This design comes from an exercise in tuning for small area, a short achievable clock period and few clock cycles on the open sky130 flow, not from production work.
Only simulation tests tie the RTL to the original design; equivalence was not proved.

Setup of ember:
// MyDesign
module MyDesign (
  input   wire dut_run,
  output  reg  dut_busy,
  input   wire reset_b,
  input   wire clk,
  output wire        input_sram_write_enable,
  output wire [11:0] input_sram_write_addresss,
  output wire [15:0] input_sram_write_data,
  output reg  [11:0] input_sram_read_address,
  input  wire [15:0] input_sram_read_data,
  output reg         output_sram_write_enable,
  output reg  [11:0] output_sram_write_addresss,
  output reg  [15:0] output_sram_write_data,
  output wire [11:0] output_sram_read_address,
  input  wire [15:0] output_sram_read_data,
  output reg         scratchpad_sram_write_enable,
  output wire [11:0] scratchpad_sram_write_addresss,
  output wire [15:0] scratchpad_sram_write_data,
  output wire [11:0] scratchpad_sram_read_address,
  input  wire [15:0] scratchpad_sram_read_data,
  output wire        weights_sram_write_enable,
  output wire [11:0] weights_sram_write_addresss,
  output wire [15:0] weights_sram_write_data,
  output wire [11:0] weights_sram_read_address,
  input  wire [15:0] weights_sram_read_data
);
clock: 10.0 ns
lec_check: 0
abc_area: 1
cap_margin: 50
core_margin: 2
core_utilization: 60
cts_buf_list: sky130_fd_sc_hd__clkbuf_16
cts_cluster_diameter: 80
cts_cluster_size: 16
slew_margin: 70
standard.sh (not shown) runs the stock make flow with config.mk's settings and CLKGATE_MAP_FILE= SYNTH_SCRIPT=/design/flow/synth_recipe.tcl, a recipe that flattens the netlist after the stock synthesis.
==> flow/flow/run.sh <==
#!/bin/bash
# Standard layout, with one netlist pass between synthesis and floorplan:
# flow/polarity.py removes inverters between full adders (a full adder is
# self-dual, so it can take its inputs in the other polarity). Registers and
# all other logic stay as the standard synthesis made them. Every port still
# gets a buffer, of a faster cell (buf_2) than the one buffer_ports picks.
set -uo pipefail
W=$PWD
R=$W/orfs/results/$FLOW_PLATFORM/MyDesign/base
LIB=$FLOW_HOME/platforms/$FLOW_PLATFORM/lib/sky130_fd_sc_hd__tt_025C_1v80.lib

bash standard.sh synth > $W/synth.log 2>&1 || { echo "synthesis failed"; exit 1; }

cp $R/1_2_yosys.v $W/1_2_yosys.standard.v
if python3 flow/polarity.py $W/1_2_yosys.standard.v $W/1_2_yosys.polarity.v "$LIB" > $W/polarity.log 2>&1; then
  # the synthesis netlist is now newer than 1_synth.odb: make rebuilds it
  cp $W/1_2_yosys.polarity.v $R/1_2_yosys.v
  echo "polarity pass applied"
else
  echo "polarity pass failed, keeping the standard netlist"
fi

bash standard.sh "BUFFER_PORTS_ARGS=-buffer_cell sky130_fd_sc_hd__buf_2" finish > $W/finish.log 2>&1 || { echo "layout failed"; exit 1; }
Other scripts of this flow, unchanged in this note and not shown: flow/flow/polarity.py
Testbench counts of ember, summed over its fixed seeds: cycles 34,066.
Input changes introduced in harbor (baseline for comparison: ember):
diff --git a/flow/design.v b/flow/design.v
--- a/flow/design.v
+++ b/flow/design.v
@@ -139,38 +139,36 @@
   end
   reg [5:0] kld;
   reg [2:0] waddr;
   reg [9:0] cacc;           
   reg [15:0] kw;            
   reg [5:0] kacc;
   assign weights_sram_read_address = {9'd0, waddr};
   function [9:0] gneg;      
     input [7:0] k;
     gneg = {3'd0, k[7] & ~(k[6] & k[5]), 1'b0, k[5] & ~(k[4] & k[3]), 1'b0,
             k[3] & ~(k[2] & k[1]), 1'b0, k[1]};
   endfunction
-  reg [2:0] waddrn;
-  wire [2:0] wa_cur = ~waddrn;
-  wire [2:0] wa_nx = (mode == M_IDLE) ? 3'd0 : (wa_cur != 3'd4) ? wa_cur + 3'd1 : wa_cur;
   always @(posedge clk) begin
     if (~reset_b) begin
       waddr <= 3'd0;
-      waddrn <= 3'd7;
       kld <= 6'd0;
       kacc <= 6'd0;
     end else begin
       kld <= {kld[4:0], start};
       kacc <= kld;
-      waddr <= wa_nx;
-      waddrn <= ~wa_nx;
+      if (mode == M_IDLE)
+        waddr <= 3'd0;
+      else if (waddr != 3'd4)
+        waddr <= waddr + 3'd1;
     end
   end
   reg [3:0] onn0, onn1, onn2, onn3, onn4, onn5, onn6, onn7, onn8;
   reg [3:0] twn0, twn1, twn2, twn3, twn4, twn5, twn6, twn7, twn8;
   reg [3:0] ngn0, ngn1, ngn2, ngn3, ngn4, ngn5, ngn6, ngn7, ngn8;
   function [3:0] bone;
     input [7:0] k;
     bone = {k[6] ^ k[5], k[4] ^ k[3], k[2] ^ k[1], k[0]};
   endfunction
   function [3:0] btwo;
     input [7:0] k;
     btwo = {(k[7] & ~k[6] & ~k[5]) | (~k[7] & k[6] & k[5]),
Cell count shrinks slightly when moving from ember to harbor. harbor vs ember on gate count of the mapped netlist: harbor is the lower one. harbor vs. ember: total of fill cells in the finished design went up by 1.7%. harbor and ember ended up with nearly the same cell area reported after detailed placement. ember has a higher total wire length than harbor.
Testbench counts of harbor, summed over its fixed seeds: cycles 34,066.

## re-timing with driven ports
The flow's constraints put no driver on any port. The routed layouts listed below were extracted and timed again, unchanged, in two steps. Step 1 assumes that a clkbuf_16 drives the clock port and a buf_2 every other input. Step 2 moves the port delays by t, midway between the first and last clock arrival at a register: inputs arrive t later, outputs are due t later. That takes back most of the time a late clock gives input paths. Slacks: no drivers / after step 1 / after step 2; pairs: no drivers / after step 1.
run | t (ns) | setup WS [ns] | worst hold slack (ns) | slew at the worst register clock pin (ns)
ember | 0.720 | 6.768 / 6.693 / 6.400 | 0.328 / 0.328 / 0.328 | 0.08 / 0.08
harbor | 0.706 | 6.792 / 6.720 / 6.472 | 0.325 / 0.325 / 0.325 | 0.08 / 0.08
After both steps setup and hold are still met in every run listed. The setup slack of ember, which loses most, moves by -0.075 ns with the drivers and by -0.368 ns with both steps.
